From an optimization exercise on the open Yosys and OpenROAD flow, aimed at a short achievable clock period and few clock cycles; shortcuts taken in it are not production practice.
In this exercise RTL edits were held to simulation tests only and were not proved equivalent to the original.
Power figures rest on the tool's default switching activity, not on a simulated workload.

==> design/flow/design.v <==
module riscv_core (
    input clk,
    input reset,
    output [31:0] imem_addr,
    input  [31:0] imem_rdata,
    output [31:0] dmem_addr,
    output [31:0] dmem_wdata,
    output [1:0]  dmem_size,
    output        dmem_we,
    input  [31:0] dmem_rdata
);
    reg  [31:0] pc_f;
    reg  [31:0] pc_out;      
    reg        x_valid;
    reg [31:0] x_pc, x_pc4, x_imm;
    reg [31:0] x_c1, x_c2;           
    reg [2:0]  x_s1, x_s2, x_sb;     
    reg [4:0]  x_rd;
    reg [31:1] x_rd_oh;
    reg [2:0]  x_f3;
    reg x_lui, x_auipc, x_jal, x_jalr, x_branch, x_load, x_store, x_bsel, x_hz;
    reg x_add, x_sub, x_sll, x_slt, x_sltu, x_xor, x_srl, x_sra, x_or, x_and;
    reg x_rdwe;
    reg [31:0] last_res, last_wb;
    reg        m_we, m_ldwe, m_wres;
    reg [31:0] m_addr, m_wdata;
    reg [1:0]  m_size;
    reg [4:0]  m_rd;
    reg [31:1] m_rd_oh;
    reg [2:0]  m_f3;
    reg [31:0] rf [1:31];
    reg [31:1] wr;
    assign imem_addr  = pc_out;
    assign dmem_addr  = m_addr;
    assign dmem_wdata = m_wdata;
    assign dmem_size  = m_size;
    assign dmem_we    = m_we;
    wire [31:0] in = imem_rdata;
    wire [4:0]  op = in[6:2];
    wire d_lui    = (op == 5'b01101);
    wire d_auipc  = (op == 5'b00101);
    wire d_jal    = (op == 5'b11011);
    wire d_jalr   = (op == 5'b11001);
    wire d_branch = (op == 5'b11000);
    wire d_load   = (op == 5'b00000);
    wire d_store  = (op == 5'b01000);
    wire d_opimm  = (op == 5'b00100);
    wire d_op     = (op == 5'b01100);
    wire [2:0] f3 = in[14:12];
    wire d_alu    = d_opimm | d_op;
    wire d_sub    = d_op & (f3 == 3'b000) & in[30];
    wire d_add    = (d_alu & (f3 == 3'b000) & ~d_sub) | d_load | d_store;
    wire d_sll    = d_alu & (f3 == 3'b001);
    wire d_slt    = d_alu & (f3 == 3'b010);
    wire d_sltu   = d_alu & (f3 == 3'b011);
    wire d_xor    = d_alu & (f3 == 3'b100);
    wire d_srl    = d_alu & (f3 == 3'b101) & ~in[30];
    wire d_sra    = d_alu & (f3 == 3'b101) & in[30];
    wire d_or     = d_alu & (f3 == 3'b110);
    wire d_and    = d_alu & (f3 == 3'b111);
    wire d_rdwe   = (d_lui | d_auipc | d_jal | d_jalr | d_load | d_opimm | d_op) & (in[11:7] != 5'd0);
    wire d_use1   = d_jalr | d_branch | d_load | d_store | d_opimm | d_op;
    wire d_use2   = d_branch | d_store | d_op;
    wire d_bsel   = ~(d_op | d_branch);
    reg [31:0] d_imm;
    always @(*) begin
        if (d_lui | d_auipc)   d_imm = {in[31:12], 12'b0};
        else if (d_jal)        d_imm = {{12{in[31]}}, in[19:12], in[20], in[30:21], 1'b0};
        else if (d_branch)     d_imm = {{20{in[31]}}, in[7], in[30:25], in[11:8], 1'b0};
        else if (d_store)      d_imm = {{21{in[31]}}, in[30:25], in[11:7]};
        else                   d_imm = {{21{in[31]}}, in[30:20]};
    end
    wire [4:0] rs1 = in[19:15];
    wire [4:0] rs2 = in[24:20];
    wire [31:0] sel1 = 32'd1 << rs1;
    wire [31:0] sel2 = 32'd1 << rs2;
    reg [31:0] c1, c2;
    integer j;
    always @(*) begin
        c1 = 32'd0;
        c2 = 32'd0;
        for (j = 1; j < 32; j = j + 1) begin
            c1 = c1 | ({32{sel1[j] & wr[j]}} & rf[j]);
            c2 = c2 | ({32{sel2[j] & wr[j]}} & rf[j]);
        end
    end
    wire x_wres = x_valid & ~x_hz & x_rdwe & ~x_load;
    wire m_wb   = m_wres | m_ldwe;
    wire f1_res = x_wres & (rs1 == x_rd);
    wire f2_res = x_wres & (rs2 == x_rd);
    wire f1_ld  = m_wb & (rs1 == m_rd);
    wire f2_ld  = m_wb & (rs2 == m_rd);
    wire [2:0] s1 = ~d_use1 ? 3'd0 : f1_res ? 3'b100 : f1_ld ? 3'b010 : 3'b001;
    wire [2:0] s2 = ~d_use2 ? 3'd0 : f2_res ? 3'b100 : f2_ld ? 3'b010 : 3'b001;
    wire x_lw = x_valid & x_load & x_rdwe;
    wire d_hz = x_lw & ((d_use1 & (rs1 == x_rd)) | (d_use2 & (rs2 == x_rd)));
    wire [31:0] pc_f4 = pc_f + 32'd4;
    wire [31:0] rs1v = ({32{x_s1[2]}} & last_res) | ({32{x_s1[1]}} & last_wb)
                     | ({32{x_s1[0]}} & x_c1);
    wire [31:0] rs2v = ({32{x_s2[2]}} & last_res) | ({32{x_s2[1]}} & last_wb)
                     | ({32{x_s2[0]}} & x_c2);
    wire [31:0] opb  = ({32{x_sb[2]}} & last_res) | ({32{x_sb[1]}} & last_wb)
                     | ({32{x_sb[0]}} & x_c2) | ({32{x_bsel}} & x_imm);
    wire [31:0] sum, dif;
    wire        sum_c, dif_c;
    ks_add #(32, 6) add_s (.a(rs1v), .b(opb),  .ci(1'b0), .s(sum), .co(sum_c));
    ks_add #(32, 6) add_d (.a(rs1v), .b(~opb), .ci(1'b1), .s(dif), .co(dif_c));
    wire ltu = ~dif_c;
    wire lt  = (rs1v[31] ^ opb[31]) ? rs1v[31] : ltu;
    wire eq  = (rs1v == opb);
    wire [31:0] sl  = rs1v << opb[4:0];
    wire [31:0] sr  = $signed({x_sra & rs1v[31], rs1v}) >>> opb[4:0];
    wire [31:0] pc_imm = x_pc + x_imm;
    wire [31:0] res =
          ({32{x_add}}  & sum)
        | ({32{x_sub}}  & dif)
        | ({32{x_sll}}  & sl)
        | ({32{x_slt}}  & {31'b0, lt})
        | ({32{x_sltu}} & {31'b0, ltu})
        | ({32{x_xor}}  & (rs1v ^ opb))
        | ({32{x_srl | x_sra}} & sr)
        | ({32{x_or}}   & (rs1v | opb))
        | ({32{x_and}}  & (rs1v & opb))
        | ({32{x_lui}}  & x_imm)
        | ({32{x_auipc}} & pc_imm)
        | ({32{x_jal | x_jalr}} & x_pc4);
    reg  cond;
    always @(*) begin
        case (x_f3)
            3'b000: cond = eq;
            3'b001: cond = ~eq;
            3'b100: cond = lt;
            3'b101: cond = ~lt;
            3'b110: cond = ltu;
            default: cond = ~ltu;
        endcase
    end
    wire x_go = x_valid & ~x_hz;
    wire redirect = x_valid & (x_hz | x_jal | x_jalr | (x_branch & cond));
    wire [31:0] target = x_hz ? x_pc : x_jalr ? {sum[31:1], 1'b0} : pc_imm;
    wire [31:0] pc_next = redirect ? target : pc_f4;
    reg [31:0] ld;
    always @(*) begin
        case (m_f3)
            3'b000: ld = {{24{dmem_rdata[7]}}, dmem_rdata[7:0]};
            3'b001: ld = {{16{dmem_rdata[15]}}, dmem_rdata[15:0]};
            3'b100: ld = {24'b0, dmem_rdata[7:0]};
            3'b101: ld = {16'b0, dmem_rdata[15:0]};
            default: ld = dmem_rdata;
        endcase
    end
    always @(posedge clk or posedge reset) begin
        if (reset) begin
            pc_f    <= 32'd0;
            x_valid <= 1'b0;
            m_we    <= 1'b0;
            m_ldwe  <= 1'b0;
            m_wres  <= 1'b0;
        end else begin
            pc_f    <= pc_next;
            x_valid <= ~redirect;
            m_we    <= x_go & x_store;
            m_ldwe  <= x_go & x_load & x_rdwe;
            m_wres  <= x_wres;
        end
    end
    always @(posedge clk) begin
        if (reset) pc_out <= 32'd0;
        else       pc_out <= pc_next;
    end
    always @(posedge clk) begin
        x_pc     <= pc_f;
        x_pc4    <= pc_f4;
        x_imm    <= d_imm;
        x_c1     <= c1;
        x_c2     <= c2;
        x_s1     <= s1;
        x_s2     <= s2;
        x_sb     <= d_bsel ? 3'd0 : s2;
        x_rd     <= in[11:7];
        x_rd_oh  <= (32'd1 << in[11:7]) >> 1;
        x_f3     <= f3;
        x_lui  <= d_lui;  x_auipc <= d_auipc; x_jal <= d_jal; x_jalr <= d_jalr;
        x_branch <= d_branch; x_load <= d_load; x_store <= d_store;
        x_bsel <= d_bsel;
        x_hz   <= d_hz;
        x_add <= d_add; x_sub <= d_sub; x_sll <= d_sll; x_slt <= d_slt; x_sltu <= d_sltu;
        x_xor <= d_xor; x_srl <= d_srl; x_sra <= d_sra; x_or <= d_or; x_and <= d_and;
        x_rdwe <= d_rdwe;
        last_res <= res;
        last_wb  <= wbv;
        m_addr  <= sum;
        m_wdata <= rs2v;
        m_size  <= x_store ? x_f3[1:0] : 2'b10;
        m_rd    <= x_rd;
        m_rd_oh <= x_rd_oh;
        m_f3    <= x_f3;
    end
    wire [31:0] wbv = m_ldwe ? ld : last_res;
    wire [31:1] we  = {31{m_wb}} & m_rd_oh;
    integer i;
    always @(posedge clk) begin
        for (i = 1; i < 32; i = i + 1)
            if (we[i]) rf[i] <= wbv;
    end
    always @(posedge clk or posedge reset) begin
        if (reset) wr <= 31'd0;
        else       wr <= wr | we;
    end
endmodule
module ks_add #(parameter W = 32, parameter L = 6) (
    input  [W-1:0] a,
    input  [W-1:0] b,
    input          ci,
    output [W-1:0] s,
    output         co
);
    wire [W:0] g0 = {a & b, ci};
    wire [W:0] p0 = {a ^ b, 1'b0};
    wire [W:0] g [0:L];
    wire [W:0] p [0:L];
    assign g[0] = g0;
    assign p[0] = p0;
    genvar l, j;
    generate
        for (l = 0; l < L; l = l + 1) begin : lvl
            for (j = 0; j <= W; j = j + 1) begin : bit_
                if (j >= (1 << l)) begin : comb
                    assign g[l+1][j] = g[l][j] | (p[l][j] & g[l][j - (1 << l)]);
                    assign p[l+1][j] = p[l][j] & p[l][j - (1 << l)];
                end else begin : pass
                    assign g[l+1][j] = g[l][j];
                    assign p[l+1][j] = p[l][j];
                end
            end
        end
    endgenerate
    assign s  = p0[W:1] ^ g[L][W-1:0];
    assign co = g[L][W];
endmodule
==> design/flow/flow/run.sh <==
#!/bin/bash
set -euo pipefail
bash standard.sh SETUP_SLACK_MARGIN=13 "BUFFER_PORTS_ARGS=-buffer_cell sky130_fd_sc_hd__buf_4" finish > flow_make.log 2>&1
==> design/flow/standard.sh <==
#!/bin/bash
# synth_recipe.tcl (not shown) runs the flow's synth.tcl, then flattens the netlist and writes it again
# the make line also repeats each setting of config.mk as NAME=value (left out here)
make -C /OpenROAD-flow-scripts/flow DESIGN_CONFIG=/design/flow/config.mk WORK_HOME=/design/flow/orfs CLKGATE_MAP_FILE= SYNTH_SCRIPT=/design/flow/synth_recipe.tcl "${@:-finish}"
==> design/flow/config.mk <==
export PLATFORM = sky130hd
export DESIGN_NAME = riscv_core
export DESIGN_NICKNAME = riscv_core
export VERILOG_FILES = /design/flow/design.v
export SDC_FILE = /design/flow/constraint.sdc
export NUM_CORES = 4
export LEC_CHECK = 0
export ABC_CLOCK_PERIOD_IN_PS = 2000
export CAP_MARGIN = 20
export CORE_MARGIN = 2
export CORE_UTILIZATION = 30
export PLACE_DENSITY = 0.5
export SLEW_MARGIN = 20
==> design/flow/constraint.sdc <==
create_clock -name core_clock -period 18.0 [get_ports {clk}]
set_input_delay 3.6000 -clock core_clock [delete_from_list [all_inputs] [get_ports {clk}]]
set_output_delay 3.6000 -clock core_clock [all_outputs]
set_load 0.01 [all_outputs]
==> summary.md, run 1 <==
| Metric | Value |
|---|---|
| Final period util | 28.3% |
| Arr. time, crit path | 5.74 ns |
| Layout net count | 6157 |
| Total via count in the routed design | 60100 |
| Ratio of cells with drive above 1 in the final layout | 21.9% |
| Worst min-delay path class | reg -> reg |
| Largest net degree at the start of global routing | 70 |
| Clock tree from TritonCTS | yes |
| Final number of hold-violating endpoints | 0 |
| Number of cell rows | between 150 and 200 |
| IO Port Bufs | 162 |
| Count of flip-flops with a built-in enable after synthesis | 992 |
| Biggest area contributors in the synthesized netlist | sky130_fd_sc_hd__edfxtp_1 (44%), sky130_fd_sc_hd__dfxtp_1 (13%), sky130_fd_sc_hd__a22oi_1 (7.6%), sky130_fd_sc_hd__dfrtp_1 (2.5%), sky130_fd_sc_hd__a221oi_1 (2.5%) |
| Die height | ~480 µm |
| Wire length of the first global-routing pass | 491000 µm |
| Flops & latches, synth | ~1500 |
| Sum of net half-perimeters after detailed placement | roughly 220000 µm |
| Remaining number of nets flagged by the antenna check after routing | 0 |
| Transition time at the pin with the least slew margin | 1.26 ns |
| Area share of the leading cell type in the synthesized netlist | 44.4% |
| H-Tree Depth | 4 |
| Kind of end point of the critical path | flip-flop |
| Final routed DRC violation total | 0 |
| Min cycle time layout | ~5 ns |
| Power density over the cells | 111 nW/µm² |
| Number of I/O pins | 165 |
| Worst-case headroom to the max-slew limit | 16.1% |
| Total routed wirelength | approximately 380000 µm |
| Count of maximum capacitance violations | 0 |
| Syn avg cell area | 11.8 µm² |
| Utilization after layout | 37.6% |
| Synth-to-Final Area Change | 24.4% |
| Ys Warns | 3 |
| Synthesized instance count | roughly 5700 |
| Library cell with the largest summed area after synthesis | sky130_fd_sc_hd__edfxtp_1 |
| Startpoint type of the worst setup path | primary input |
| RSZ-0062 raised after global routing | true |
| GP Congestion | 1.01 |
| Clk pin slew, worst setup/hold paths | 0.06 ns |
| Status | timing/DRC/antenna clean |
| Gr usage total | 31.3% |
| Num CTS Buffers | 161 |
| Summed instance area of the synthesized netlist | approximately 67000 µm² |
| Worst setup slack after layout | 12.91 ns |
| Worst skew pair latency | 0.87 ns |
| WL/cell | 41.6 µm |
| Most used flip-flop cell after synthesis | sky130_fd_sc_hd__edfxtp_1 |
| Met1 Track Usage GR | 38.8% |
| Maximum VDD drop | between 0.08 and 0.09 mV |
| Vias per inst | 6.61 |
| Post-route clock skew | 0.0791 ns |
| Die area | 228000 µm² |
| Static Leakage | approximately 30 nW |
| Overflow left after global routing | 0 |
| Antenna violations before repair | 36 |
| Cell at the root of the clock tree | sky130_fd_sc_hd__clkbuf_16 |
| Initial DRT Pass Iterations | 10 |
| Ys async rst share | 4.51% |
| Clock sinks | 1486 |
| Worst slack at placement | 11.40 ns |
| Maximum fanout count along the critical path | 11 |
| Type of the worst setup path | in -> reg |
| Library cells used by synthesis | 87 |
| First DRT Iteration DRCs | 12700 |
| Most Used Layer, Global Route | met2 |
| Sequential element share of the synthesized area | 59.6% |
| Register-to-register setup slack | 12.96 ns |
| GRT met2 Usage | a little under half |
| Setup-failing EPs final | 0 |
| Horiz. Die Dim | 477 µm |
| Leading cell type in the layout, fill and taps excluded | sky130_fd_sc_hd__edfxtp_1 |
| Layout filler cell count | 21400 |
| Number of pins with negative max-slew slack in the final report | 0 |
| Core region area | roughly 220000 µm² |
| Power consumption | 9.28 mW |
| Maximum count of clock buffers along a single path | 3 |
| Met3 track utilization from global routing | a little under an eighth |
| Sum of negative setup slack | 0 ns |
| Max Clk Rate | 196 MHz |
| Required time at the worst-slack endpoint | ~19 ns |
| Most frequent cells in the layout | sky130_fd_sc_hd__edfxtp_1 (992), sky130_fd_sc_hd__a22oi_1 (601), sky130_fd_sc_hd__dfxtp_1 (421) |
| Starting Density | 30.2% |
| Vias in the first global route | 55600 |
==> worst max-delay path, stage by stage <==
cell and delay [ns]:
sky130_fd_sc_hd__buf_4 0.17, sky130_fd_sc_hd__nor2b_4 0.16, sky130_fd_sc_hd__nor2b_4 0.14, sky130_fd_sc_hd__and3_4 0.22
sky130_fd_sc_hd__buf_12 0.16, sky130_fd_sc_hd__bufbuf_16 0.33, sky130_fd_sc_hd__a22oi_1 0.18, sky130_fd_sc_hd__nand3_1 0.10
sky130_fd_sc_hd__or4_4 0.63
==> timing repair <==
action                                  4_1_cts  5_1_grt
hold buffers                                  0        0
cloned                                       16       15
endpoints found under the setup margin      149       94
setup buffers                                84       78
resized for setup                           355      127
pin swaps                                    42       57
==> per-layer routing <==
metal  routed length (µm)  vias up  share of wire, %
met5                  337        -             0.089
met4                31100       16               8.2
met3                53200     1470                14
met2               158000     5544                42
met1               136000    30000                36
li1                     -    23100                 -
==> path summary, 6_finish.rpt <==
check	from	depth (start not counted)	endpoint
min in group asynchronous	reset	2	pc_f[27]
max in group asynchronous	reset	3	m_ldwe
hold / removal	x_rd_oh[20]	0	m_rd_oh[20]
hold reg to reg	x_rd_oh[20]	0	m_rd_oh[20]
setup reg to reg	x_sb[0]	14	pc_out[29]
setup / recovery	imem_rdata[16]	9	x_c1[27]
==> metrics by stage <==
step | cells | hold slack (ns) | instance area (µm²)
after floorplan | 5696 | 0.310 | 69700
after global placement | 8576 | 0.311 | 73300
after detailed placement | 8578 | 0.312 | 73300
after CTS | 8980 | 0.325 | 81900
after global routing | 9078 | 0.327 | 83500
final | 9097 | 0.322 | 83500
==> cell usage after synthesis, drive strengths merged, types with 19 or more instances <==
cell and count:
a211oi 35, a21o 38, a21oi 211, a221oi 193
a222oi 121, a22o 170, a22oi 682, a31oi 28
and2 78, and3 95, buf 65, clkbuf 388
dfrtp 67, dfxtp 427, edfxtp 992, ha 129
inv 165, mux2 36, mux2i 86, nand2 326
nand2b 27, nand3 296, nand4 51, nor2 225
nor2b 27, nor3 55, o2111ai 20, o211ai 48
o21ai 152, o21bai 19, o31ai 20, or2 42
or4 68, xnor2 79, xor2 47
==> flip-flops by register name, indices dropped and copies added, names as in the netlist, 31 cells and up <==
| name | cells |
|---|---|
| x_c2 | 32 |
| wr | 31 |
| m_wdata | 32 |
| x_rd_oh | 31 |
| m_addr | 32 |
| x_imm | 32 |
| pc_f | 32 |
| x_pc4 | 32 |
| x_c1 | 32 |
| last_wb | 32 |
| rf | 992 |
| m_rd_oh | 31 |
| last_res | 32 |
| pc_out | 32 |
==> layout make-up <==
cell class / count / area, µm² / area share [%]
Multi-Input combinational cell: 3587 / 27100 / 32.5
Antenna cell: 23 / 57.6 / 0.0689
Tap cell: 2975 / 3720 / 4.46
Timing Repair Buffer: 554 / 6340 / 7.59
Inverter: 170 / 646 / 0.773
Sequential cell: 1486 / 40000 / 47.9
Clock inverter: 90 / 1220 / 1.46
Clock buffer: 212 / 4410 / 5.27
==> cell families after synthesis <==
logic type | count (synthesis) | share of synthesized area [%]
AO/OA/AOI/OAI | 1858 | 20.8
flip-flops | 1486 | 59.6
AND/OR/NAND/NOR | 1350 | 10.1
buffers and inverters | 623 | 3.50
adder cells (fa/ha/maj) | 131 | 2.46
XOR/XNOR | 126 | 1.64
multiplexers | 122 | 1.89
==> power breakdown <==
group	total [mW]	switching, mW	leakage, nW	internal, mW
combinational	1.58	1.06	14.3	0.517
sequential	4.15	0.237	13.5	3.92
clock	3.55	1.50	2.71	2.05
Testbench counts, summed over its fixed seeds: cycles 37,241.
==> run 2: changes to the inputs <==
--- a/design/flow/config.mk
+++ b/design/flow/config.mk
@@ -8,6 +8,6 @@
 export ABC_CLOCK_PERIOD_IN_PS = 2000
 export CAP_MARGIN = 20
 export CORE_MARGIN = 2
-export CORE_UTILIZATION = 30
-export PLACE_DENSITY = 0.5
+export CORE_UTILIZATION = 40
+export PLACE_DENSITY = 0.6
 export SLEW_MARGIN = 20
==> run 2 against run 1 <==
  * Sequential cell count unchanged
  * Synthesized cell count unchanged
  * Worst hold slack better by 0.0050 ns
  * Non-clock buffer count down 34
  * Worst setup slack got worse by 0.12 ns
  * Wire length fell by 4.2%
  * Final cell count is 8.7% lower
  * First-iteration DRC count rose by 7.5%
  * Global-route usage up 9.4 points
  * Critical path type unchanged
==> summary.md, run 2 <==
| Metric | Value |
|---|---|
| Vias per inst | 7.42 (was 6.61) |
| Cell at the root of the clock tree | sky130_fd_sc_hd__clkbuf_16 (unchanged) |
| Largest register FFs | 992 (unchanged) |
| Clock group share of total power | 37.3% (was 38.3%) |
| Layout filler cell count | 14600 (was 21400) |
| Synth-to-Final Area Change | 21.7% (was 24.4%) |
| Final number of hold-violating endpoints | 0 (unchanged) |
| Worst-case headroom to the max-slew limit | 17.3% (was 16.1%) |
| Startpoint type of the worst setup path | primary input (unchanged) |
| Final routed DRC violation total | 0 (unchanged) |
| Leading cell type in the layout, fill and taps excluded | sky130_fd_sc_hd__edfxtp_1 (unchanged) |
| Maximum VDD drop | 0.0894 mV (was 0.0816 mV) |
| GP Congestion | 1.02 (was 1.01) |
| Remaining number of nets flagged by the antenna check after routing | 0 (unchanged) |
| Maximum count of clock buffers along a single path | 3 (unchanged) |
| Largest net degree at the start of global routing | 61 (was 70) |
| Kind of end point of the critical path | flip-flop (unchanged) |
| Syn avg cell area | 11.8 µm² (unchanged) |
| Clk pin slew, worst setup/hold paths | 0.06 ns (about the same) |
| Area share of the leading cell type in the synthesized netlist | 44.4% (unchanged) |
| Multiplexer area fraction after synthesis | 1.89% (unchanged) |
| Share of the synthesized netlist area taken by xor and xnor gates | 1.64% (unchanged) |
| RSZ-0062 raised after global routing | true (unchanged) |
| First DRT Iteration DRCs | 13600 (was 12700) |
| Gr usage total | 40.7% (was 31.3%) |
| Min cycle time layout | 5.21 ns (was 5.09 ns) |
| Slowest cell delay on critical path | 0.66 ns (was 0.63 ns) |
| Most used flip-flop cell after synthesis | sky130_fd_sc_hd__edfxtp_1 (unchanged) |
| IO Port Bufs | 162 (unchanged) |
| Required time at the worst-slack endpoint | 18.65 ns (about the same) |
| Flops & latches, synth | 1486 (unchanged) |
| Slowest stage cell on the critical path | sky130_fd_sc_hd__or4_4 (unchanged) |
| Max Clk Rate | 192 MHz (was 196 MHz) |
| Cell with the most instances after synthesis | sky130_fd_sc_hd__edfxtp_1 (unchanged) |
| Type of the worst setup path | in -> reg (unchanged) |
| Count of flip-flops with a built-in enable after synthesis | 992 (unchanged) |
| Setup-failing EPs final | 0 (unchanged) |
| Int Power | 6.32 mW (was 6.48 mW) |
| Critical-path cell list | buf_4, nor2b_4, and3_4, buf_12, a22o_1, a221oi_2, nand3_1, or4_4 (was buf_4, nor2b_4, nor2b_4, and3_4, buf_12, bufbuf_16, a22oi_1, nand3_1, or4_4) |
| Reg2reg start | x_c2[2] (was x_sb[0]) |
| Final period util | 28.9% (was 28.3%) |
| Register-to-register setup slack | 13.09 ns (was 12.96 ns) |
| Transition time at the pin with the least slew margin | 1.24 ns (was 1.26 ns) |
| Core region area | 167000 µm² (was 222000 µm²) |
| Adder-cell share of the synthesized area | 2.46% (unchanged) |
| WL/cell | 43.7 µm (was 41.6 µm) |
| Number of hold buffers added after cts | 0 (unchanged) |
| Hold Crit Depth | 0 (unchanged) |
| Maximum fanout count along the critical path | 25 (was 11) |
| Sum of negative setup slack | 0 ns (unchanged) |
| Net switching fraction of the power | 30.0% (was 30.2%) |
| Starting Density | 40.2% (was 30.2%) |
| Number of I/O pins | 165 (unchanged) |
| Total via count in the routed design | 61600 (was 60100) |
| Die area | 171000 µm² (was 228000 µm²) |
| End of the worst register-to-register path | pc_out[31] (was pc_out[29]) |
| Worst min-delay path class | reg -> reg (unchanged) |
| Sum of net half-perimeters after detailed placement | 199000 µm (was 220000 µm) |
| Total routed wirelength | 363000 µm (was 379000 µm) |
| Biggest area contributors in the synthesized netlist | sky130_fd_sc_hd__edfxtp_1 (44%), sky130_fd_sc_hd__dfxtp_1 (13%), sky130_fd_sc_hd__a22oi_1 (7.6%), sky130_fd_sc_hd__dfrtp_1 (2.5%), sky130_fd_sc_hd__a221oi_1 (2.5%) (unchanged) |
| Library cell with the largest summed area after synthesis | sky130_fd_sc_hd__edfxtp_1 (unchanged) |
| Ys Warns | 3 (unchanged) |
| Number of pins with negative max-slew slack in the final report | 0 (unchanged) |
| Count of maximum capacitance violations | 0 (unchanged) |
| Ys async rst share | 4.51% (unchanged) |
| H-Tree Depth | 4 (unchanged) |
| Clock sinks | 1486 (unchanged) |
| Beginning of the worst hold path | x_rd_oh[8] (was x_rd_oh[20]) |
| Layout net count | 6125 (was 6157) |
| Minimum hold slack | 0.327 ns (was 0.322 ns) |
| Status | timing/DRC/antenna clean (unchanged) |
| Net switching power of the design | 2.71 mW (was 2.80 mW) |
| Worst skew pair latency | 0.85 ns (was 0.87 ns) |
| Top cells by instance count after synthesis | sky130_fd_sc_hd__edfxtp_1 (992), sky130_fd_sc_hd__a22oi_1 (682), sky130_fd_sc_hd__dfxtp_1 (427) (unchanged) |
| Ratio of cells with drive above 1 in the final layout | 21.1% (was 21.9%) |
| Horiz. Die Dim | 414 µm (was 477 µm) |
| Synthesized instance count | 5696 (unchanged) |
| Register name with the most flops | rf (unchanged) |
| Overflow left after global routing | 0 (unchanged) |
| Power density over the cells | 111 nW/µm² (about the same) |
| Proportion of power drawn by flip-flops and latches | 46.0% (was 44.7%) |
| Arr. time, crit path | 5.86 ns (was 5.74 ns) |
| Count of cells along the worst register-to-register path | 15 (was 14) |
| Area of combinational cells with multiple inputs | 27100 µm² (about the same) |
| Summed instance area of the synthesized netlist | 67200 µm² (unchanged) |
| Antenna violations before repair | 41 (was 36) |
| Area fraction in and, or, nand and nor cells after synthesis | 10.1% (unchanged) |
| Die height | 414 µm (was 477 µm) |
| Post-synthesis compound-gate area fraction | 20.8% (unchanged) |
| Num CTS Buffers | 157 (was 161) |
| Post-route clock skew | 0.0821 ns (was 0.0791 ns) |
| Combinational fraction of design power | 16.7% (was 17.0%) |
| Dominant combinational cell family by area after synthesis | compound AO/OA/AOI/OAI gates (unchanged) |
| Area taken by flip-flops and latches | 40000 µm² (about the same) |
| Initial DRT Pass Iterations | 11 (was 10) |
| Static Leakage | 30.0 nW (was 30.5 nW) |
| Most frequent cells in the layout | sky130_fd_sc_hd__edfxtp_1 (992), sky130_fd_sc_hd__a22oi_1 (597), sky130_fd_sc_hd__dfxtp_1 (424) (was sky130_fd_sc_hd__edfxtp_1 (992), sky130_fd_sc_hd__a22oi_1 (601), sky130_fd_sc_hd__dfxtp_1 (421)) |
| Vias in the first global route | 56100 (was 55600) |
| Sequential element share of the synthesized area | 59.6% (unchanged) |
| Wire length of the first global-routing pass | 475000 µm (was 491000 µm) |
| Library cells used by synthesis | 87 (unchanged) |
| Number of cell rows | 150 (was 173) |
| Hold Crit Endpoint | m_rd_oh[8] (was m_rd_oh[20]) |
| Clock tree from TritonCTS | yes (unchanged) |
[run 2: cell counts after synthesis]
No cell type changed its count.
[run 2: cell families after synthesis]
family,Yosys count
AOI/OAI and AO/OA,1858
DFF,1486
and+or+nand+nor,1350
buffers and inverters,623
adders and majority gates,131
xor gates and xnor gates,126
muxes,122
[run 2: area by class of cell]
cell class / count / share of cell area, %
diodes: 44 / 0.135
clock buffers: 209 / 5.18
clock inverters: 83 / 1.30
inverters: 170 / 0.793
multi-input cells: 3593 / 33.2
flip-flops and latches: 1486 / 49.0
well taps: 2204 / 3.38
repair buffers: 520 / 7.01
[run 2: stage by stage]
stage | std cells | util (%) | power, mW | setup slack, ns | instance area, µm²
after floorplan | 5696 | - | 4.93 | 12.53 | 69700
after global placement | 7780 | 43.2 | 5.58 | 11.46 | 72200
after detailed placement | 7781 | 43.2 | 5.58 | 11.47 | 72200
after CTS | 8177 | 48.0 | 8.93 | 12.94 | 80200
after global routing | 8269 | 48.9 | 9.23 | 12.89 | 81600
final | 8309 | 48.9 | 9.03 | 12.79 | 81700
[run 2: routing by layer]
metal / up-vias / share of wire (%) / global-route usage, %
li1: 23100 / - / -
met1: 29800 / 33 / 46.4
met2: 6621 / 41 / 58.9
met3: 2090 / 15 / 17.1
met4: 24 / 11 / 34.3
met5: - / 0.10 / 0.904
[run 2: how the worst max path moves through the flow]
stage / from / to / slack (ns) / depth (start not counted)
after CTS: imem_rdata[16] / x_c1[23] / 12.94 / 9
after floorplan: dmem_rdata[15] / rf[10][21] / 12.53 / 4
after global routing: imem_rdata[21] / x_c2[20] / 12.89 / 8
after detailed placement: imem_rdata[24] / x_c2[20] / 11.47 / 8
final: imem_rdata[21] / x_c2[20] / 12.79 / 8
after global placement: imem_rdata[24] / x_c2[20] / 11.46 / 8
[run 2: timing repair]
action                                  CTS  global route
endpoints found under the setup margin  154           102
hold endpoints to repair                  0             0
pin swaps                                33            62
gates resized for setup                 298           116
gates cloned                             24             5
buffers inserted                         80            83
[run 2: worst max-delay path, delay by kind of cell]
family / cells / cell delay [ns]
and+or+nand+nor: 4 / 1.29
AOI/OAI and AO/OA: 2 / 0.47
buffers and inverters: 2 / 0.45
[run 2: power groups by stage]
stage	combinational, mW	sequential, mW	clock [mW]
after floorplan	0.832	4.10	0
after global placement	1.39	4.19	0
after detailed placement	1.39	4.19	0
after CTS	1.44	4.13	3.36
after global routing	1.58	4.16	3.50
final	1.51	4.15	3.37
==> run 3: changes to the inputs <==
==> design/flow/flow/run.sh (replaced) <==
#!/bin/bash
set -euo pipefail
bash standard.sh SETUP_SLACK_MARGIN=13.3 "BUFFER_PORTS_ARGS=-buffer_cell sky130_fd_sc_hd__buf_4" finish > flow_make.log 2>&1
--- a/design/flow/config.mk
+++ b/design/flow/config.mk
@@ -8,6 +8,6 @@
 export ABC_CLOCK_PERIOD_IN_PS = 2000
 export CAP_MARGIN = 20
 export CORE_MARGIN = 2
-export CORE_UTILIZATION = 40
-export PLACE_DENSITY = 0.6
+export CORE_UTILIZATION = 30
+export PLACE_DENSITY = 0.5
 export SLEW_MARGIN = 20
==> run 3 against run 2 <==
  * First-iteration DRC count grew 10%
  * Global-route usage shrank 3.7 points
  * Clock-buffer cell count grew 14
  * Die area grew 33%
  * Largest power group unchanged
  * Synthesized area is the same
  * Wire length grew 26%
  * The layout now fails its checks (capacitance limit, slew limit)
==> summary.md, run 3 <==
| Metric | Value |
|---|---|
| Cell family with most CP delay | simple AND/OR/NAND/NOR gates (unchanged) |
| Cell at the root of the clock tree | sky130_fd_sc_hd__clkbuf_16 (unchanged) |
| Horiz. Die Dim | 477 µm (was 414 µm) |
| Wire length of the first global-routing pass | 567000 µm (was 475000 µm) |
| Number of pins with negative max-slew slack in the final report | 4 (was 0) |
| Min cycle time layout | 5.06 ns (was 5.21 ns) |
| Clock sinks | 1486 (unchanged) |
| Worst skew pair latency | 0.89 ns (was 0.85 ns) |
| Finished layout cell area | 92000 µm² (was 81700 µm²) |
| Total routed wirelength | 456000 µm (was 363000 µm) |
| Highest metal layer with signal wires | met5 (unchanged) |
| Initial DRT Pass Iterations | 12 (was 11) |
| Post-route clock skew | 0.0894 ns (was 0.0821 ns) |
| Met3 Wirelength | 73100 µm (was 55700 µm) |
| Maximum fanout count along the critical path | 11 (was 25) |
| Setup-failing EPs final | 0 (unchanged) |
| Sum of net half-perimeters after detailed placement | 232000 µm (was 199000 µm) |
| Minimum hold slack | 0.303 ns (was 0.327 ns) |
| Overflow left after global routing | 0 (unchanged) |
| Syn avg cell area | 11.8 µm² (unchanged) |
| Area share of the leading cell type in the synthesized netlist | 44.4% (unchanged) |
| Count of flip-flops with a built-in enable after synthesis | 992 (unchanged) |
| Count of maximum capacitance violations | 2 (was 0) |
| Buffers plus inverters on the worst setup path | 3 (was 2) |
| Final routed DRC violation total | 0 (unchanged) |
| IO Port Bufs | 162 (unchanged) |
| Max Clk Rate | 197 MHz (was 192 MHz) |
| Library cells used by synthesis | 87 (unchanged) |
| Layout net count | 6608 (was 6125) |
| Critical-path cell list | buf_12, nor2b_4, and2_4, and3_4, buf_4, buf_16, a22oi_2, nand3_1, or4_4 (was buf_4, nor2b_4, and3_4, buf_12, a22o_1, a221oi_2, nand3_1, or4_4) |
| Status | complete, but fails checks (was timing/DRC/antenna clean) |
| Ys async rst share | 4.51% (unchanged) |
| Number of cell rows | 173 (was 150) |
| Startpoint type of the worst setup path | primary input (unchanged) |
| Reg2reg start | x_s1[2] (was x_c2[2]) |
| Cell with the most instances after synthesis | sky130_fd_sc_hd__edfxtp_1 (unchanged) |
| Summed instance area of the synthesized netlist | 67200 µm² (unchanged) |
| Routed met2 length | 178000 µm (was 150000 µm) |
| Type of the worst setup path | in -> reg (unchanged) |
| Die height | 477 µm (was 414 µm) |
| WL/cell | 47.6 µm (was 43.7 µm) |
| Power consumption | 9.60 mW (was 9.03 mW) |
| Wire length on met1 | 153000 µm (was 118000 µm) |
| Leading cell type in the layout, fill and taps excluded | sky130_fd_sc_hd__edfxtp_1 (unchanged) |
| Sequential element share of the synthesized area | 59.6% (unchanged) |
| Vias in the first global route | 59500 (was 56100) |
| H-Tree Depth | 4 (unchanged) |
| Biggest area contributors in the synthesized netlist | sky130_fd_sc_hd__edfxtp_1 (44%), sky130_fd_sc_hd__dfxtp_1 (13%), sky130_fd_sc_hd__a22oi_1 (7.6%), sky130_fd_sc_hd__dfrtp_1 (2.5%), sky130_fd_sc_hd__a221oi_1 (2.5%) (unchanged) |
| First DRT Iteration DRCs | 15000 (was 13600) |
| Total via count in the routed design | 67200 (was 61600) |
| Utilization after layout | 41.4% (was 48.9%) |
| Ratio of cells with drive above 1 in the final layout | 31.6% (was 21.1%) |
| Setup crit start | imem_rdata[19] (was imem_rdata[21]) |
| End of the worst register-to-register path | pc_out[29] (was pc_out[31]) |
| Final number of hold-violating endpoints | 0 (unchanged) |
| Clock tree from TritonCTS | yes (unchanged) |
| Number of I/O pins | 165 (unchanged) |
| Synthesized instance count | 5696 (unchanged) |
| Flops & latches, synth | 1486 (unchanged) |
| Power density over the cells | 104 nW/µm² (was 111 nW/µm²) |
| Starting Density | 30.2% (was 40.2%) |
| Clk pin slew, worst setup/hold paths | 0.06 ns (about the same) |
| Maximum VDD drop | 0.0792 mV (was 0.0894 mV) |
| Largest register FFs | 992 (unchanged) |
| Layout filler cell count | 20300 (was 14600) |
| Placed inst area | 73500 µm² (was 72200 µm²) |
| Most frequent cells in the layout | sky130_fd_sc_hd__edfxtp_1 (992), sky130_fd_sc_hd__a22oi_1 (542), sky130_fd_sc_hd__buf_4 (499) (was sky130_fd_sc_hd__edfxtp_1 (992), sky130_fd_sc_hd__a22oi_1 (597), sky130_fd_sc_hd__dfxtp_1 (424)) |
| Hold Crit Depth | 0 (unchanged) |
| Maximum count of clock buffers along a single path | 3 (unchanged) |
| Final period util | 28.1% (was 28.9%) |
| Arr. time, crit path | 5.73 ns (was 5.86 ns) |
| Most used flip-flop cell after synthesis | sky130_fd_sc_hd__edfxtp_1 (unchanged) |
| Transition time at the pin with the least slew margin | 1.58 ns (was 1.24 ns) |
| Gr usage total | 37.0% (was 40.7%) |
| Antenna violations before repair | 66 (was 41) |
| Register-to-register setup slack | 13.19 ns (was 13.09 ns) |
| Kind of end point of the critical path | flip-flop (unchanged) |
| Count of cells along the worst register-to-register path | 17 (was 15) |
| Slowest cell delay on critical path | 0.65 ns (was 0.66 ns) |
| GP Congestion | 1.04 (was 1.02) |
| Num CTS Buffers | 165 (was 157) |
| Slowest stage cell on the critical path | sky130_fd_sc_hd__or4_4 (unchanged) |
| Vias per inst | 7.01 (was 7.42) |
| Library cell with the largest summed area after synthesis | sky130_fd_sc_hd__edfxtp_1 (unchanged) |
| Logic depth of the worst setup path including buffers | 9 (was 8) |
| Top cells by instance count after synthesis | sky130_fd_sc_hd__edfxtp_1 (992), sky130_fd_sc_hd__a22oi_1 (682), sky130_fd_sc_hd__dfxtp_1 (427) (unchanged) |
| Crit path to | x_c1[28] (was x_c2[20]) |
| Worst min-delay path class | reg -> reg (unchanged) |
| Register name with the most flops | rf (unchanged) |
| Required time at the worst-slack endpoint | 18.67 ns (was 18.65 ns) |
| Die area | 228000 µm² (was 171000 µm²) |
| Core region area | 222000 µm² (was 167000 µm²) |
| Ys Warns | 3 (unchanged) |
| Worst-case headroom to the max-slew limit | -6.77% (was 17.3%) |
| Sum of negative setup slack | 0 ns (unchanged) |
| Remaining number of nets flagged by the antenna check after routing | 0 (unchanged) |
| Layout Check Fails | capacitance limit, slew limit |
| Number of hold buffers added after cts | 0 (unchanged) |
| Synth-to-Final Area Change | 37.0% (was 21.7%) |
| Largest net degree at the start of global routing | 69 (was 61) |
| RSZ-0062 raised after global routing | true (unchanged) |
| Static Leakage | 34.0 nW (was 30.0 nW) |
==> run 3: per-stage QoR <==
| stage | std cells | worst slack (ns) |
|---|---|---|
| finish | 9580 | 12.94 |
| floorplan | 5696 | 12.54 |
| detailed placement | 8588 | 11.36 |
| CTS | 9352 | 13.03 |
| global route | 9545 | 12.99 |
| global placement | 8586 | 11.35 |
==> run 3: cells by family after synthesis <==
logic type      synth area share, %
mux                            1.89
fa+ha+maj                      2.46
xor+xnor                       1.64
flops                          59.6
simple gates                   10.1
compound gates                 20.8
buf+inv                        3.50
==> run 3: metal layers <==
metal | up-vias | global-route usage (%)
met1 | 33000 | 42.1
met4 | 52 | 31.4
met5 | - | 1.79
li1 | 24200 | -
met3 | 2468 | 18.4
met2 | 7431 | 51.3
==> run 3: repair_timing <==
item / CTS / global route
setup endpoints to repair: 546 / 690
buffers inserted: 380 / 136
pin swaps: 261 / 231
gates resized for setup: 921 / 285
gates cloned: 77 / 30
hold endpoints to repair: 0 / 0
==> run 3: how the worst min path moves through the flow <==
| stage | slack (ns) | startpoint | to |
|---|---|---|---|
| 2_1_floorplan | 0.31 | x_rd_oh[10] | m_rd_oh[10] |
| 3_3_place_gp | 0.31 | x_rd_oh[11] | m_rd_oh[11] |
| 3_5_place_dp | 0.31 | x_rd_oh[12] | m_rd_oh[12] |
| 4_1_cts | 0.32 | x_rd_oh[18] | m_rd_oh[18] |
| 5_1_grt | 0.32 | x_rd_oh[14] | m_rd_oh[14] |
| 6_report | 0.30 | x_rd_oh[14] | m_rd_oh[14] |
==> run 3: final cells by class <==
class,instances,area (µm²),area share (%)
sequential,1486,40200,43.7
inverter,170,644,0.701
tap,2975,3720,4.05
multi-input combinational,3612,28800,31.3
clock inverter,84,1120,1.21
clock buffer,223,4640,5.04
antenna,54,135,0.147
timing repair buffer,976,12800,13.9
==> run 3: worst reg2reg max path: stages, from the launching register on <==
cell                        delay (ns)
sky130_fd_sc_hd__dfxtp_4          0.40
sky130_fd_sc_hd__clkbuf_16        0.22
sky130_fd_sc_hd__a222oi_1         0.34
sky130_fd_sc_hd__buf_4            0.19
sky130_fd_sc_hd__inv_1            0.08
sky130_fd_sc_hd__ha_4             0.27
sky130_fd_sc_hd__or4_4            0.58
sky130_fd_sc_hd__nor4b_4          0.34
sky130_fd_sc_hd__nor2b_4          0.22
sky130_fd_sc_hd__a2111oi_4        0.08
sky130_fd_sc_hd__buf_6            0.17
sky130_fd_sc_hd__o2111a_1         0.27
sky130_fd_sc_hd__o211a_1          0.14
sky130_fd_sc_hd__a221oi_4         0.36
sky130_fd_sc_hd__buf_12           0.18
sky130_fd_sc_hd__inv_4            0.07
sky130_fd_sc_hd__or4_4            0.55
sky130_fd_sc_hd__a21oi_4          0.23
==> run 3: power by group <==
group          leakage (nW)  internal [mW]  switching, mW
combinational          17.7          0.607           1.18
clock                  2.79           2.09           1.55
sequential             13.5           3.92          0.250
total                  34.0           6.62           2.98
==> run 4: changes to the inputs <==
--- a/design/flow/design.v
+++ b/design/flow/design.v
@@ -18,7 +18,7 @@
     reg [4:0]  x_rd;
     reg [31:1] x_rd_oh;
     reg [2:0]  x_f3;
-    reg x_lui, x_auipc, x_jal, x_jalr, x_branch, x_load, x_store, x_bsel, x_hz;
+    reg x_lui, x_auipc, x_jal, x_jalr, x_branch, x_load, x_store, x_bsel, x_hz, x_pb, x_pr, x_stat;
     reg x_add, x_sub, x_sll, x_slt, x_sltu, x_xor, x_srl, x_sra, x_or, x_and;
     reg x_rdwe;
     reg [31:0] last_res, last_wb;
@@ -95,6 +95,29 @@
     wire x_lw = x_valid & x_load & x_rdwe;
     wire d_hz = x_lw & ((d_use1 & (rs1 == x_rd)) | (d_use2 & (rs2 == x_rd)));
     wire [31:0] pc_f4 = pc_f + 32'd4;
+    wire [9:0] jimm_lo = {in[29:21], 1'b0};
+    wire [9:0] bimm_lo = {in[29:25], in[11:8], 1'b0};
+    wire d_pj = d_jal & (in[31] ? (&{in[19:12], in[20], in[30:29]}) : ~(|{in[19:12], in[20], in[30:29]}))
+                      & ~in[21];
+    wire d_pb = d_branch & in[31] & in[7] & in[30] & in[29] & ~in[8];
+    wire [8:0] j_lo = {1'b0, pc_f[9:2]} + {1'b0, jimm_lo[9:2]};
+    wire [8:0] b_lo = {1'b0, pc_f[9:2]} + {1'b0, bimm_lo[9:2]};
+    wire [21:0] hi0 = pc_f[31:10];
+    wire [21:0] hip, him;
+    inc_dec #(22) pc_hi_pm (.a(pc_f[31:10]), .inc(hip), .dec(him));
+    wire [21:0] j_hi = in[31] ? (j_lo[8] ? hi0 : him) : (j_lo[8] ? hip : hi0);
+    wire [21:0] b_hi = b_lo[8] ? hi0 : him;
+    wire [31:0] pc_j = {j_hi, j_lo[7:0], pc_f[1:0]};
+    wire [31:0] pc_b = {b_hi, b_lo[7:0], pc_f[1:0]};
+    wire [31:0] pc_imm = x_pc + x_imm;
+    wire d_pr = d_jalr & x_valid & x_auipc & x_rdwe & (rs1 == x_rd) & (pc_imm[1:0] == 2'b00)
+                       & (in[31] ? (in[30] & in[29]) : ~(in[30] | in[29])) & ~in[21];
+    wire [8:0] r_lo = {1'b0, pc_imm[9:2]} + {1'b0, in[29:22]};
+    wire [21:0] r_hi0 = pc_imm[31:10];
+    wire [21:0] r_hip, r_him;
+    inc_dec #(22) auipc_hi_pm (.a(pc_imm[31:10]), .inc(r_hip), .dec(r_him));
+    wire [21:0] r_hi = in[31] ? (r_lo[8] ? r_hi0 : r_him) : (r_lo[8] ? r_hip : r_hi0);
+    wire [31:0] pc_r = {r_hi, r_lo[7:0], 2'b00};
     wire [31:0] rs1v = ({32{x_s1[2]}} & last_res) | ({32{x_s1[1]}} & last_wb)
                      | ({32{x_s1[0]}} & x_c1);
     wire [31:0] rs2v = ({32{x_s2[2]}} & last_res) | ({32{x_s2[1]}} & last_wb)
@@ -110,7 +133,6 @@
     wire eq  = (rs1v == opb);
     wire [31:0] sl  = rs1v << opb[4:0];
     wire [31:0] sr  = $signed({x_sra & rs1v[31], rs1v}) >>> opb[4:0];
-    wire [31:0] pc_imm = x_pc + x_imm;
     wire [31:0] res =
           ({32{x_add}}  & sum)
         | ({32{x_sub}}  & dif)
@@ -136,9 +158,16 @@
         endcase
     end
     wire x_go = x_valid & ~x_hz;
-    wire redirect = x_valid & (x_hz | x_jal | x_jalr | (x_branch & cond));
-    wire [31:0] target = x_hz ? x_pc : x_jalr ? {sum[31:1], 1'b0} : pc_imm;
-    wire [31:0] pc_next = redirect ? target : pc_f4;
+    wire redirect = x_valid & (x_stat | (x_branch & (cond ^ x_pb)));
+    wire [31:0] target = x_hz ? x_pc : x_jalr ? {sum[31:1], 1'b0} : x_pb ? x_pc4 : pc_imm;
+    wire d_p4 = ~(d_pj | d_pb | d_pr);
+    wire [31:0] pc_pred = ({32{d_pj}} & pc_j) | ({32{d_pb}} & pc_b)
+                        | ({32{d_pr}} & pc_r) | ({32{d_p4}} & pc_f4);
+    wire [31:0] pc_next = redirect ? target : pc_pred;
+    wire [3:0] so = {d_pj, d_pb, d_pr, d_p4} & {4{~reset}};
+    wire [31:0] pc_pred_o = ({32{so[3]}} & pc_j) | ({32{so[2]}} & pc_b)
+                          | ({32{so[1]}} & pc_r) | ({32{so[0]}} & pc_f4);
+    wire [31:0] pc_next_o = (redirect & ~reset) ? target : pc_pred_o;
     reg [31:0] ld;
     always @(*) begin
         case (m_f3)
@@ -165,8 +194,7 @@
         end
     end
     always @(posedge clk) begin
-        if (reset) pc_out <= 32'd0;
-        else       pc_out <= pc_next;
+        pc_out <= pc_next_o;
     end
     always @(posedge clk) begin
         x_pc     <= pc_f;
@@ -184,6 +212,9 @@
         x_branch <= d_branch; x_load <= d_load; x_store <= d_store;
         x_bsel <= d_bsel;
         x_hz   <= d_hz;
+        x_pb   <= d_pb;
+        x_pr   <= d_pr;
+        x_stat <= d_hz | (d_jal & ~d_pj) | (d_jalr & ~d_pr);
         x_add <= d_add; x_sub <= d_sub; x_sll <= d_sll; x_slt <= d_slt; x_sltu <= d_sltu;
         x_xor <= d_xor; x_srl <= d_srl; x_sra <= d_sra; x_or <= d_or; x_and <= d_and;
         x_rdwe <= d_rdwe;
@@ -238,3 +269,11 @@
     assign s  = p0[W:1] ^ g[L][W-1:0];
     assign co = g[L][W];
 endmodule
+module inc_dec #(parameter W = 22) (
+    input  [W-1:0] a,
+    output [W-1:0] inc,
+    output [W-1:0] dec
+);
+    assign inc = a + 1'b1;
+    assign dec = a - 1'b1;
+endmodule
==> design/flow/flow/run.sh (replaced) <==
#!/bin/bash
set -euo pipefail
bash standard.sh SETUP_SLACK_MARGIN=13 "BUFFER_PORTS_ARGS=-buffer_cell sky130_fd_sc_hd__buf_4" finish > flow_make.log 2>&1
--- a/design/flow/config.mk
+++ b/design/flow/config.mk
@@ -11,3 +11,4 @@
 export CORE_UTILIZATION = 30
 export PLACE_DENSITY = 0.5
 export SLEW_MARGIN = 20
+export SYNTH_HIERARCHICAL = 1
==> run 4 against run 3 <==
  * The run now finishes clean
  * Sequential cell count increased by 2
  * Via count up 2.5%
  * Sequential share of layout area decreased by 0.63 points
  * Combinational power is 86% higher
  * Utilization decreased by 2.6 points
  * Synthesized cell count rose by 13%
  * Die area grew 7.8%
  * Critical path type is now reg -> reg
==> summary.md, run 4 <==
| Metric | Value |
|---|---|
| Wire length of the first global-routing pass | 543000 µm (was 567000 µm) |
| Setup crit start | x_imm[6] (was imem_rdata[19]) |
| Routed met2 length | 174000 µm (was 178000 µm) |
| Remaining number of nets flagged by the antenna check after routing | 0 (unchanged) |
| Min cycle time layout | 5.47 ns (was 5.06 ns) |
| Layout net count | 7159 (was 6608) |
| Count of cells along the worst register-to-register path | 19 (was 17) |
| Leading cell type in the layout, fill and taps excluded | sky130_fd_sc_hd__edfxtp_1 (unchanged) |
| Most frequent cells in the layout | sky130_fd_sc_hd__edfxtp_1 (992), sky130_fd_sc_hd__buf_4 (576), sky130_fd_sc_hd__a22oi_1 (547) (was sky130_fd_sc_hd__edfxtp_1 (992), sky130_fd_sc_hd__a22oi_1 (542), sky130_fd_sc_hd__buf_4 (499)) |
| H-Tree Depth | 4 (unchanged) |
| Synth-to-Final Area Change | 28.6% (was 37.0%) |
| Startpoint type of the worst setup path | flip-flop (was primary input) |
| Layout Cells excl Fill | 10200 (was 9580) |
| Core region area | 240000 µm² (was 222000 µm²) |
| DP Cell Count | 9456 (was 8588) |
| Layout filler cell count | 22900 (was 20300) |
| Worst-case headroom to the max-slew limit | 5.97% (was -6.77%) |
| Number of I/O pins | 165 (unchanged) |
| Transition time at the pin with the least slew margin | 1.41 ns (was 1.58 ns) |
| Summed instance area of the synthesized netlist | 72400 µm² (was 67200 µm²) |
| Sum of negative setup slack | 0 ns (unchanged) |
| Combinational fraction of design power | 30.0% (was 18.6%) |
| Ratio of cells with drive above 1 in the final layout | 27.1% (was 31.6%) |
| Max Clk Rate | 183 MHz (was 197 MHz) |
| End of the worst register-to-register path | pc_out[29] (unchanged) |
| Maximum VDD drop | 0.105 mV (was 0.0792 mV) |
| Overflow left after global routing | 0 (unchanged) |
| Count of maximum capacitance violations | 0 (was 2) |
| Antenna violations before repair | 63 (was 66) |
| Clk pin slew, worst setup/hold paths | 0.06 ns (about the same) |
| Die height | 495 µm (was 477 µm) |
| RSZ-0062 raised after global routing | true (unchanged) |
| Register-to-register setup slack | 12.53 ns (was 13.19 ns) |
| Arr. time, crit path | 6.18 ns (was 5.73 ns) |
| Gr usage total | 32.2% (was 37.0%) |
| Ys Warns | 9 (was 3) |
| Cell at the root of the clock tree | sky130_fd_sc_hd__clkbuf_16 (unchanged) |
| GP Congestion | 1.04 (about the same) |
| Register name with the most flops | rf (unchanged) |
| Area taken by flip-flops and latches | 40100 µm² (was 40200 µm²) |
| Power density over the cells | 119 nW/µm² (was 104 nW/µm²) |
| Net switching power of the design | 3.90 mW (was 2.98 mW) |
| Net switching fraction of the power | 35.3% (was 31.1%) |
| Number of cell rows | 180 (was 173) |
| Final number of hold-violating endpoints | 0 (unchanged) |
| Final routed DRC violation total | 0 (unchanged) |
| Met3 Wirelength | 60600 µm (was 73100 µm) |
| Largest net degree at the start of global routing | 67 (was 69) |
| Worst skew pair latency | 0.85 ns (was 0.89 ns) |
| Sum of net half-perimeters after detailed placement | 243000 µm (was 232000 µm) |
| Type of the worst setup path | reg -> reg (was in -> reg) |
| Maximum fanout count along the critical path | 9 (was 11) |
| Maximum count of clock buffers along a single path | 3 (unchanged) |
| Clock tree from TritonCTS | yes (unchanged) |
| Beginning of the worst hold path | x_rd_oh[24] (was x_rd_oh[14]) |
| Status | timing/DRC/antenna clean (was complete, but fails checks) |
| Largest register FFs | 992 (unchanged) |
| Initial DRT Pass Iterations | 10 (was 12) |
| Proportion of power drawn by flip-flops and latches | 38.3% (was 43.5%) |
| Kind of end point of the critical path | flip-flop (unchanged) |
| Post-route clock skew | 0.0520 ns (was 0.0894 ns) |
| Worst min-delay path class | reg -> reg (unchanged) |
| WL/cell | 41.4 µm (was 47.6 µm) |
| Clock sinks | 1488 (was 1486) |
| Setup-failing EPs final | 0 (unchanged) |
| Starting Density | 30.1% (was 30.2%) |
| Reg2reg start | x_imm[6] (was x_s1[2]) |
| Int Power | 7.16 mW (was 6.62 mW) |
| Area of combinational cells with multiple inputs | 33700 µm² (was 28800 µm²) |
| Wire length on met1 | 150000 µm (was 153000 µm) |
| Total routed wirelength | 424000 µm (was 456000 µm) |
| Vias in the first global route | 62300 (was 59500) |
| Vias per inst | 6.72 (was 7.01) |
| Number of pins with negative max-slew slack in the final report | 0 (was 4) |
| First DRT Iteration DRCs | 13100 (was 15000) |
| Synthesized instance count | 6415 (was 5696) |
| Total via count in the routed design | 68800 (was 67200) |
| IO Port Bufs | 162 (unchanged) |
| Clock group share of total power | 31.6% (was 37.9%) |
| Highest metal layer with signal wires | met5 (unchanged) |
| Required time at the worst-slack endpoint | 18.71 ns (was 18.67 ns) |
| Crit path to | pc_out[29] (was x_c1[28]) |
| Num CTS Buffers | 164 (was 165) |
| Horiz. Die Dim | 495 µm (was 477 µm) |
| Final period util | 30.4% (was 28.1%) |
| Die area | 245000 µm² (was 228000 µm²) |
| Syn avg cell area | 11.3 µm² (was 11.8 µm²) |
| Static Leakage | 34.3 nW (was 34.0 nW) |
run 4: cell type report:
| class | instances | share of cell area (%) |
|---|---|---|
| repair buffers | 830 | 9.71 |
| flip-flops and latches | 1488 | 43.0 |
| well taps | 3185 | 4.28 |
| clock inverters | 79 | 1.02 |
| inverters | 160 | 0.742 |
| clock buffers | 223 | 4.94 |
| multi-input cells | 4259 | 36.2 |
| diodes | 20 | 0.0537 |
run 4: worst min path at each step:
stage | to | slack (ns) | depth (start not counted)
global placement | m_rd_oh[24] | 0.31 | 0
finish | m_rd_oh[24] | 0.32 | 0
CTS | m_rd_oh[9] | 0.32 | 0
global route | m_rd_oh[9] | 0.32 | 0
detailed placement | m_rd_oh[18] | 0.31 | 0
floorplan | m_rd_oh[10] | 0.31 | 0
run 4: timing repair:
item	4_1_cts	5_1_grt
cloned	20	30
hold buffers	0	0
endpoints found under the setup margin	151	131
setup buffers	207	207
resized for setup	511	317
pin swaps	121	196
run 4: power by group through the flow:
stage          registers, mW  clock network [mW]  logic (mW)
6_report                4.24                3.50        3.33
5_1_grt                 4.24                3.66        3.46
4_1_cts                 4.22                3.52        3.00
3_5_place_dp            4.28                   0        2.55
3_3_place_gp            4.28                   0        2.55
2_1_floorplan           4.12                   0        1.71
run 4: routing by layer:
layer / track usage [%] / vias up
li1: - / 26500
met5: 0.274 / -
met4: 22.9 / 26
met2: 46.6 / 6650
met1: 39.9 / 33900
met3: 10.9 / 1760
run 4: metrics by stage:
stage / util, % / worst slack (ns) / total power [mW] / hold WS [ns] / area, µm²
after floorplan: - / 12.00 / 5.82 / 0.310 / 75600
final: 38.8 / 12.53 / 11.1 / 0.325 / 93100
after CTS: 37.1 / 12.52 / 10.7 / 0.323 / 89100
after detailed placement: 32.9 / 10.89 / 6.83 / 0.312 / 79000
after global placement: 32.8 / 10.85 / 6.83 / 0.311 / 78900
after global routing: 38.7 / 12.42 / 11.4 / 0.318 / 93100
run 4: worst max-delay path: stages (launching register included):
cell                       delay (ns)
sky130_fd_sc_hd__dfxtp_1         0.64
sky130_fd_sc_hd__ha_1            0.37
sky130_fd_sc_hd__a21o_1          0.18
sky130_fd_sc_hd__or3_1           0.37
sky130_fd_sc_hd__o211ai_1        0.39
sky130_fd_sc_hd__a211oi_2        0.21
sky130_fd_sc_hd__nand2b_1        0.24
sky130_fd_sc_hd__a21boi_0        0.24
sky130_fd_sc_hd__xnor2_1         0.14
sky130_fd_sc_hd__buf_4           0.26
sky130_fd_sc_hd__nand3_1         0.25
sky130_fd_sc_hd__nor4_4          0.44
sky130_fd_sc_hd__nand4_1         0.18
sky130_fd_sc_hd__xnor2_1         0.28
sky130_fd_sc_hd__nand3_1         0.25
sky130_fd_sc_hd__o22ai_2         0.26
sky130_fd_sc_hd__nor2_1          0.05
sky130_fd_sc_hd__o21ai_0         0.15
sky130_fd_sc_hd__a31oi_1         0.13
sky130_fd_sc_hd__a311oi_1        0.31
Testbench counts of run 4, summed over its fixed seeds: cycles 35,994.

## what the ideal ports hide
No port has a modelled driver above. Below, the same layouts with a new extraction and two added sets of constraints.
Step 1 assumes that a clkbuf_16 drives the clock port and a buf_2 every other input.
Step 2 also shifts input and output timing later by t, the mid clock arrival at the registers, as if the neighbouring blocks saw the same clock.
Slacks: ideal / step 1 / step 2; pairs: ideal / step 1.
run | shift t [ns] | slack for setup (ns) | latest minus earliest clock arrival (ns) | worst data-port slew with drivers (ns) | cell pins on the clock port's net
run 1 | 0.919 | 12.908 / 12.818 / 11.899 | 0.079 / 0.079 | 0.23 | 1
run 2 | 0.913 | 12.790 / 12.874 / 11.961 | 0.086 / 0.085 | 0.09 | 1
run 3 | 0.944 | 12.936 / 12.912 / 11.968 | 0.090 / 0.090 | 0.22 | 1
run 4 | 0.925 | 12.532 / 12.532 / 11.626 | 0.052 / 0.052 | 0.22 | 1
The setup slack of run 1, which loses most, moves by -0.090 ns with the drivers and by -1.009 ns with both steps.
